Context: an optimization exercise on an open-source flow, tuned for small area. The choices shown serve that exercise and are no tape-out recipe.
Function was checked by simulation only, so behaviour that the tests miss may differ from the original.
Power figures rest on the tool's default switching activity, not on a simulated workload.

Setup of v38:
==> flow/design.v <==
module Sync_top(
    input   wire        PCK,
    input   wire        RSTN,
    input   wire        MRX_FLAG_RE,
    input   [14:0]      MAD,
    input   [31:0]      MDI,
    input   [31:0]      MBE,
    input               MWE,
    input   [9:0]       DI,
    output  [31:0]      MDO_SYNC_TOP,
    output  reg         HLOCK,
    output  reg         VLOCK,
    output  reg         SYNC_ACT,
    output  reg[9:0]    SYNC_DO
);
function [12:0] add12(input [11:0] a, input [11:0] b, input ci);
    integer i; reg c;
    begin
        c = ci;
        for (i = 0; i < 12; i = i + 1) begin
            add12[i] = a[i] ^ b[i] ^ c;
            c = (a[i] & b[i]) | (a[i] & c) | (b[i] & c);
        end
        add12[12] = c;
    end
endfunction
function cout12(input [11:0] a, input [11:0] b, input ci);
    integer i; reg c;
    begin
        c = ci;
        for (i = 0; i < 12; i = i + 1)
            c = (a[i] & b[i]) | (a[i] & c) | (b[i] & c);
        cout12 = c;
    end
endfunction
function [12:0] inc12(input [11:0] a, input ci);
    integer i; reg c;
    begin
        c = ci;
        for (i = 0; i < 12; i = i + 1) begin
            inc12[i] = a[i] ^ c;
            c = a[i] & c;
        end
        inc12[12] = c;
    end
endfunction
function cmp12(input [11:0] a, input [11:0] b, input eq);
    integer i; reg c;
    begin
        c = eq;
        for (i = 0; i < 12; i = i + 1)
            c = (~a[i] & b[i]) | (~a[i] & c) | (b[i] & c);
        cmp12 = c;
    end
endfunction
wire hi0 = (MAD[14:6] == 9'd0);
wire s16 = hi0 & (MAD[5:0] == 6'h16);
wire s17 = hi0 & (MAD[5:0] == 6'h17);
wire s18 = hi0 & (MAD[5:0] == 6'h18);
wire s19 = hi0 & (MAD[5:0] == 6'h19);
wire s20 = hi0 & (MAD[5:0] == 6'h20);
wire s21 = hi0 & (MAD[5:0] == 6'h21);
wire s2a = hi0 & (MAD[5:0] == 6'h2a);
wire s2b = hi0 & (MAD[5:0] == 6'h2b);
wire s30 = hi0 & (MAD[5:0] == 6'h30);
wire s31 = hi0 & (MAD[5:0] == 6'h31);
wire s32 = hi0 & (MAD[5:0] == 6'h32);
reg [10:0] SYNC_HSP, SYNC_VSP, SYNC_VTW, SYNC_HW, SYNC_VW;
reg [11:0] SYNC_HTW, DOT_H, DOT_V, DOT_W;
reg [2:0]  CH;
reg        SYNC_UP;
wire [11:0] wd = MDI[11:0];
wire [11:0] wm = MBE[11:0];
always @(posedge PCK or negedge RSTN) begin
    if (!RSTN) begin
        SYNC_HSP <= 11'd1;
        SYNC_VSP <= 11'd28;
        SYNC_HTW <= 12'd2200;
        SYNC_VTW <= 11'd1125;
        SYNC_HW  <= 11'd1920;
        SYNC_VW  <= 11'd1080;
        CH       <= 3'd0;
        SYNC_UP  <= 1'b0;
        DOT_H    <= 12'd960;
        DOT_V    <= 12'd540;
        DOT_W    <= 12'd10;
    end else if (MWE) begin
        if (s20) SYNC_HSP <= (wm[10:0] & wd[10:0]) | (~wm[10:0] & SYNC_HSP);
        if (s21) SYNC_VSP <= (wm[10:0] & wd[10:0]) | (~wm[10:0] & SYNC_VSP);
        if (s16) SYNC_HTW <= (wm & wd) | (~wm & SYNC_HTW);
        if (s17) SYNC_VTW <= (wm[10:0] & wd[10:0]) | (~wm[10:0] & SYNC_VTW);
        if (s18) SYNC_HW  <= (wm[10:0] & wd[10:0]) | (~wm[10:0] & SYNC_HW);
        if (s19) SYNC_VW  <= (wm[10:0] & wd[10:0]) | (~wm[10:0] & SYNC_VW);
        if (s2a) CH       <= (wm[2:0] & wd[2:0]) | (~wm[2:0] & CH);
        if (s2b) SYNC_UP  <= (wm[0] & wd[0]) | (~wm[0] & SYNC_UP);
        if (s30) DOT_H    <= (wm & wd) | (~wm & DOT_H);
        if (s31) DOT_V    <= (wm & wd) | (~wm & DOT_V);
        if (s32) DOT_W    <= (wm & wd) | (~wm & DOT_W);
    end
end
assign MDO_SYNC_TOP = {20'd0,
      ({12{s20}} & {1'b0, SYNC_HSP})
    | ({12{s21}} & {1'b0, SYNC_VSP})
    | ({12{s16}} & SYNC_HTW)
    | ({12{s17}} & {1'b0, SYNC_VTW})
    | ({12{s18}} & {1'b0, SYNC_HW})
    | ({12{s19}} & {1'b0, SYNC_VW})
    | ({12{s2a}} & {9'd0, CH})
    | ({12{s2b}} & {11'd0, SYNC_UP})
    | ({12{s30}} & DOT_H)
    | ({12{s31}} & DOT_V)
    | ({12{s32}} & DOT_W)};
wire aSYNC_UP = MWE & s2b;
reg [11:0] HCNT;
reg [10:0] VCNT;
wire [11:0] VCNT12 = {1'b0, VCNT};
wire [11:0] HSP12 = {1'b0, SYNC_HSP};
wire [11:0] VSP12 = {1'b0, SYNC_VSP};
wire [11:0] SH = add12(HSP12, {1'b0, SYNC_HW}, 1'b0);
wire [11:0] SV = add12(VSP12, {1'b0, SYNC_VW}, 1'b0);
wire ACT_H = cmp12(HSP12, HCNT, 1'b1) & cmp12(HCNT, SH, 1'b0);
wire ACT_V = cmp12(VSP12, VCNT12, 1'b1) & cmp12(VCNT12, {1'b0, SV[10:0]}, 1'b0);
wire ACT_T = ACT_H & ACT_V;
reg SYNC_ON;
always @(posedge PCK or negedge RSTN) begin
    if (!RSTN)             SYNC_ON <= 1'd0;
    else if (aSYNC_UP)     SYNC_ON <= 1'd1;
    else if (MRX_FLAG_RE)  SYNC_ON <= 1'd0;
end
wire CNT_RST = SYNC_ON & MRX_FLAG_RE;
wire [12:0] HINC = inc12(HCNT, 1'b1);
wire [12:0] VINC = inc12(VCNT12, 1'b1);
always @(posedge PCK or negedge RSTN) begin
    if (!RSTN)                  HCNT <= 12'b0;
    else if (HLOCK | CNT_RST)   HCNT <= 12'b0;
    else                        HCNT <= HINC[11:0];
end
always @(posedge PCK or negedge RSTN) begin
    if (!RSTN)           VCNT <= 11'b0;
    else if (CNT_RST)    VCNT <= 11'b0;
    else if (HLOCK) begin
        if (VLOCK)       VCNT <= 11'b0;
        else             VCNT <= VINC[10:0];
    end
end
wire [12:0] HTWM2 = add12(SYNC_HTW, 12'hFFE, 1'b0);
wire HEND = (HCNT == HTWM2[11:0]);
wire VEND = (VINC[11:0] == {1'b0, SYNC_VTW});
wire HTW_GE2 = |SYNC_HTW[11:1];
always @(posedge PCK or negedge RSTN) begin
    if (!RSTN) begin
        HLOCK <= 1'b0;
        VLOCK <= 1'b0;
        SYNC_ACT <= 1'b0;
    end else begin
        HLOCK <= HEND;
        VLOCK <= HEND & HTW_GE2 & VEND;
        SYNC_ACT <= ACT_T;
    end
end
reg [11:0] K_H, K_V;
reg TURN_H, TURN_V;
wire [12:0] ZH = add12(K_H, SH, 1'b0);
wire [12:0] ZV = add12(K_V, SV, 1'b0);
wire SH_GE21 = (SH > 12'd20);
wire SV_GE21 = (SV > 12'd20);
wire ZH_LE40 = (ZH[12:6] == 7'd0) & (ZH[5:0] <= 6'd40);
wire ZV_LE41 = (ZV[12:6] == 7'd0) & (ZV[5:0] <= 6'd41);
wire ZH_LEN  = ~ZH[12] | ((ZH[11:6] == 6'd0) & (ZH[5:0] <= 6'd40));
wire ZV_LEN  = ~ZV[12] | ((ZV[11:6] == 6'd0) & (ZV[5:0] <= 6'd41));
wire KH_GT19 = (K_H > 12'd19);
wire KV_GT20 = (K_V > 12'd20);
wire HI_H = KH_GT19 ? (SH_GE21 ? ZH_LEN : ZH_LE40) : (SH_GE21 & ZH_LE40);
wire HI_V = KV_GT20 ? (SV_GE21 ? ZV_LEN : ZV_LE41) : (SV_GE21 & ZV_LE41);
wire LO_H = ~KH_GT19 | cout12(K_H, HSP12, 1'b1);
wire LO_V = ~KV_GT20 | cout12(K_V, VSP12, 1'b0);
always @(posedge PCK or negedge RSTN) begin
    if (!RSTN) begin
        K_H <= 12'd18;       
        TURN_H <= 1'b1;
        K_V <= 12'd4088;     
        TURN_V <= 1'b1;
    end else begin
        if (VLOCK) begin
            if (HI_H)       TURN_H <= 1'b0;
            else if (LO_H)  TURN_H <= 1'b1;
            if (HI_V)       TURN_V <= 1'b0;
            else if (LO_V)  TURN_V <= 1'b1;
        end
        K_H <= add12(K_H, {{8{VLOCK & TURN_H}}, {3{VLOCK & ~TURN_H}}, 1'b0}, VLOCK);
        K_V <= add12(K_V, {{8{VLOCK & TURN_V}}, {3{VLOCK & ~TURN_V}}, 1'b0}, VLOCK);
    end
end
wire [11:0] PH = add12(HCNT, K_H, 1'b0);
wire [11:0] PV = add12(VCNT12, K_V, 1'b0);
wire PIXEL = (K_H > 12'd39) & (PH <= 12'd38)
           & ((K_V == 12'd0) | (K_V > 12'd40)) & (PV <= 12'd40);
wire DOT = cmp12(add12(DOT_V, ~DOT_W, 1'b1), VCNT12, 1'b1)
         & cmp12(VCNT12, add12(DOT_V, DOT_W, 1'b0), 1'b1)
         & cmp12(add12(DOT_H, ~DOT_W, 1'b1), HCNT, 1'b0)
         & cmp12(HCNT, add12(DOT_H, DOT_W, 1'b0), 1'b0);
always @(posedge PCK or negedge RSTN) begin
    if (!RSTN)
        SYNC_DO <= 10'b0;
    else if (ACT_T)
        case (CH)
            3'd1:    SYNC_DO <= {{8{PIXEL}}, 2'b0};
            3'd2:    SYNC_DO <= {HCNT[7:0], 2'b0};
            3'd3:    SYNC_DO <= {VCNT[7:0], 2'b0};
            3'd4:    SYNC_DO <= {HCNT[7:0] ^ VCNT[7:0], 2'b0};
            3'd5:    SYNC_DO <= {DI[7:0], 2'b0};
            3'd6:    SYNC_DO <= {2'b0, {8{DOT}}};
            default: SYNC_DO <= DI;
        endcase
    else
        SYNC_DO <= 10'b0;
end
endmodule
clock: 6.7 ns
lec_check: 0
cap_margin: 20
core_margin: 2
core_utilization: 50
cts_buf_list: sky130_fd_sc_hd__clkbuf_8
cts_cluster_size: 15
slew_margin: 20
standard.sh (not shown) runs the stock make flow with config.mk's settings and CLKGATE_MAP_FILE= SYNTH_SCRIPT=/design/flow/synth_recipe.tcl, a recipe that flattens the netlist after the stock synthesis.
==> flow/flow/run.sh <==
#!/bin/bash
# Standard layout, with plain buf_1 cells as the port buffers.
set -euo pipefail
bash standard.sh "BUFFER_PORTS_ARGS=-buffer_cell sky130_fd_sc_hd__buf_1" finish > standard_flow.log 2>&1
Input changes introduced in v32 (baseline for comparison: v38):
- swapping 50 for 40 in CORE_UTILIZATION
==> flow/flow/run.sh <==
#!/bin/bash
# Standard layout, with plain buf_1 cells as the port buffers and no resizer
# changes kept from timing-driven global placement.
set -euo pipefail
bash standard.sh "BUFFER_PORTS_ARGS=-buffer_cell sky130_fd_sc_hd__buf_1" "GPL_KEEP_OVERFLOW=0" finish > standard_flow.log 2>&1
==> comparison <==
- Going from v38 to v32, worst setup slack lost 0.055 ns, sequential share of layout area lost 0.23 points, die height picked up an extra 19 um.
- Comparing v32 and v38, clock share of power is lower on v38.
- The clock-pin slew reported for the worst setup and hold paths after clock tree synthesis was comparable across v32 and v38.
The inputs of v54 differ from those of v32 as listed below.
==> flow/flow/run.sh <==
#!/bin/bash
# Standard layout, with plain buf_1 cells as the port buffers.
set -euo pipefail
bash standard.sh "BUFFER_PORTS_ARGS=-buffer_cell sky130_fd_sc_hd__buf_1" finish > standard_flow.log 2>&1
Findings:
- Met2 usage: v54 and v32 compared, higher one is v54
- Diff v32..v54 | fraction of final layout cells with drive strength greater than 1 | negligible
- Between v54 and v32, the fill cell instance count of the final layout figures differ only marginally.
- Of v54 and v32, v32 shows the higher fraction of the cycle the final worst path needs, with v54 below it.
- Per the comparison of v54 with v32, routed wire length higher; post-route minimum period lower.
- Taking v32 as the reference, in v54 number of cells in the finished layout apart from fillers increased 20; combinational cell fraction of total power increased 2.8 points.
#### Input delta (v15 over v54)
==> flow/flow/run.sh <==
#!/bin/bash
# Standard layout, with plain buf_1 cells as the port buffers and a clock tree
# built without dummy balancing loads.
set -euo pipefail
bash standard.sh \
  "BUFFER_PORTS_ARGS=-buffer_cell sky130_fd_sc_hd__buf_1" \
  "CTS_ARGS=-sink_clustering_enable -repair_clock_nets -sink_clustering_size 15 -buf_list sky130_fd_sc_hd__clkbuf_8 -dont_use_dummy_load" \
  finish > standard_flow.log 2>&1
- Against v54, total wire length in v15 fell slightly.
- Going from v54 to v15, total power lower; met2 wire length roughly the same; period utilization roughly the same; global-route usage roughly the same.
Inputs modified between v15 and v53:
-- flow/flow/run.sh --
<<< v15, line 2
# Standard layout, with plain buf_1 cells as the port buffers and a clock tree
# built without dummy balancing loads.
>>> v53, line 2
# Layout flow: the standard flow (standard.sh) with these changes.
#  * Synthesis: the standard script, except that Yosys's quick ABC pass
#    before adder extraction is skipped (synth -noabc), and the final ABC
#    technology mapping uses flow/abc_area.script (area-recovering mapping,
#    no buffering or sizing; placement repairs timing). Registers, their names
#    and their cell types are as in the standard synthesis.
#  * Port buffers are plain buf_1 cells.
#  * Clock tree synthesis inserts no dummy balancing loads.
# Each tool's output is in orfs/logs/; make's output is in standard_flow.log.
<<< v15, line 5
>>> v53, line 12
here=$PWD
abc_script=$here/flow/abc_area.script
# synthesis core: ORFS's synth.tcl with the ABC script swapped after the preamble
python3 - "$FLOW_HOME/scripts/synth.tcl" "$here/core_synth.tcl" "$abc_script" <<'PY'
import sys
src, dst, abc = sys.argv[1:]
v = open(src).read()
hook = "source $::env(SCRIPTS_DIR)/synth_preamble.tcl\n"
assert v.count(hook) == 1
v = v.replace(hook, hook + "set abc_args [lreplace $abc_args 1 1 {%s}]\n" % abc)
open(dst, "w").write(v)
PY
sed -e '1s/yosys synth -nofsm -noshare /yosys synth -nofsm -noshare -noabc /' \
    -e "s|source \$::env(SCRIPTS_DIR)/synth.tcl|source $here/core_synth.tcl|" \
    synth_recipe.tcl > own_synth.tcl
grep -q -- '-noabc' own_synth.tcl
grep -q "core_synth.tcl" own_synth.tcl
<<< v15, line 6
>>> v53, line 30
  "SYNTH_SCRIPT=$here/own_synth.tcl" \
==> flow/flow/abc_area.script (new file) <==
strash
&get -n
&st
&syn2
&dch -f
&nf -R 1000
&put
strash
&get -n
&st
&dch -f
&nf -R 1000
&put
topo
stime -c
==> results.txt <==
- Delta (v53 minus v15): biggest cell delay along the critical path fell by 0.09 ns, die area shows a reduction of 3100 um2, area fraction in and, or, nand and nor cells after synthesis moved up, pin count of the biggest net entering global routing increased 53%.
- v53 against v15: number of cells upsized or downsized after cts shows a reduction of 6; detailed route wirelength on metal2 lower.
- There was hardly any difference in maximum clock rate between v15 and v53.
- Register-to-register slack essentially unchanged between v53 and v15.
What v56 does differently from v53 at the input level:
- CTS_CLUSTER_SIZE: 15 -> 24
- CTS_CLUSTER_DIAMETER: unset -> 60
==> flow/flow/run.sh <==
#!/bin/bash
# Standard layout, with plain buf_1 cells as the port buffers.
set -euo pipefail
bash standard.sh "BUFFER_PORTS_ARGS=-buffer_cell sky130_fd_sc_hd__buf_1" finish > standard_flow.log 2>&1
removed: flow/flow/abc_area.script
Results
v56: flow completed, timing, DRC and antenna clean. On global router's overall resource usage: between v53 and v56, it ends up lower for v56. Starting utilization of the core area across v53 and v56: no real change. v56 vs v53: met1 global-route usage down. Sequential share of the synthesized area delta for v56 relative to v53: 3.2 points lower. v56 — share of power burned in combinational logic 0.7 points lower, v53 as reference. Changes observed in v56 relative to v53: power after layout went up about 8%, filler cell count increased 272. When v56 is set beside v53, its fraction of layout cells with a size suffix above 1 turns out to be 8.7 points larger.

[port drivers added, routing unchanged]
The results above use ideal ports. As a check the final layouts listed here were re-extracted and re-timed, cells and wires unchanged.
Step 1: set_driving_cell puts a clkbuf_16 on PCK and a buf_2 on each other input, an assumption about the parent block.
Step 2 times the ports against the registers' clock, not the clock port: input delays grow and output delays shrink by t, the midpoint of the rising clock arrivals with the driver on.
Slacks: ideal / step 1 / step 2; pairs: ideal / step 1.
| run | shift t [ns] | setup WS [ns] | clock arrival spread, ns | worst data-port slew with drivers (ns) | cell pins on the clock port's net |
|---|---|---|---|---|---|
| v38 | 0.536 | 0.214 / 0.214 / 0.214 | 0.024 / 0.024 | 0.03 | 1 |
| v32 | 0.552 | 0.159 / 0.159 / 0.159 | 0.032 / 0.032 | 0.04 | 1 |
| v54 | 0.546 | 0.197 / 0.197 / 0.197 | 0.020 / 0.021 | 0.04 | 1 |
| v15 | 0.536 | 0.200 / 0.200 / 0.200 | 0.034 / 0.035 | 0.04 | 1 |
| v53 | 0.543 | 0.205 / 0.205 / 0.205 | 0.042 / 0.042 | 0.03 | 1 |
| v56 | 0.546 | 0.197 / 0.197 / 0.197 | 0.020 / 0.021 | 0.04 | 1 |
After both steps every run listed still meets setup and hold.
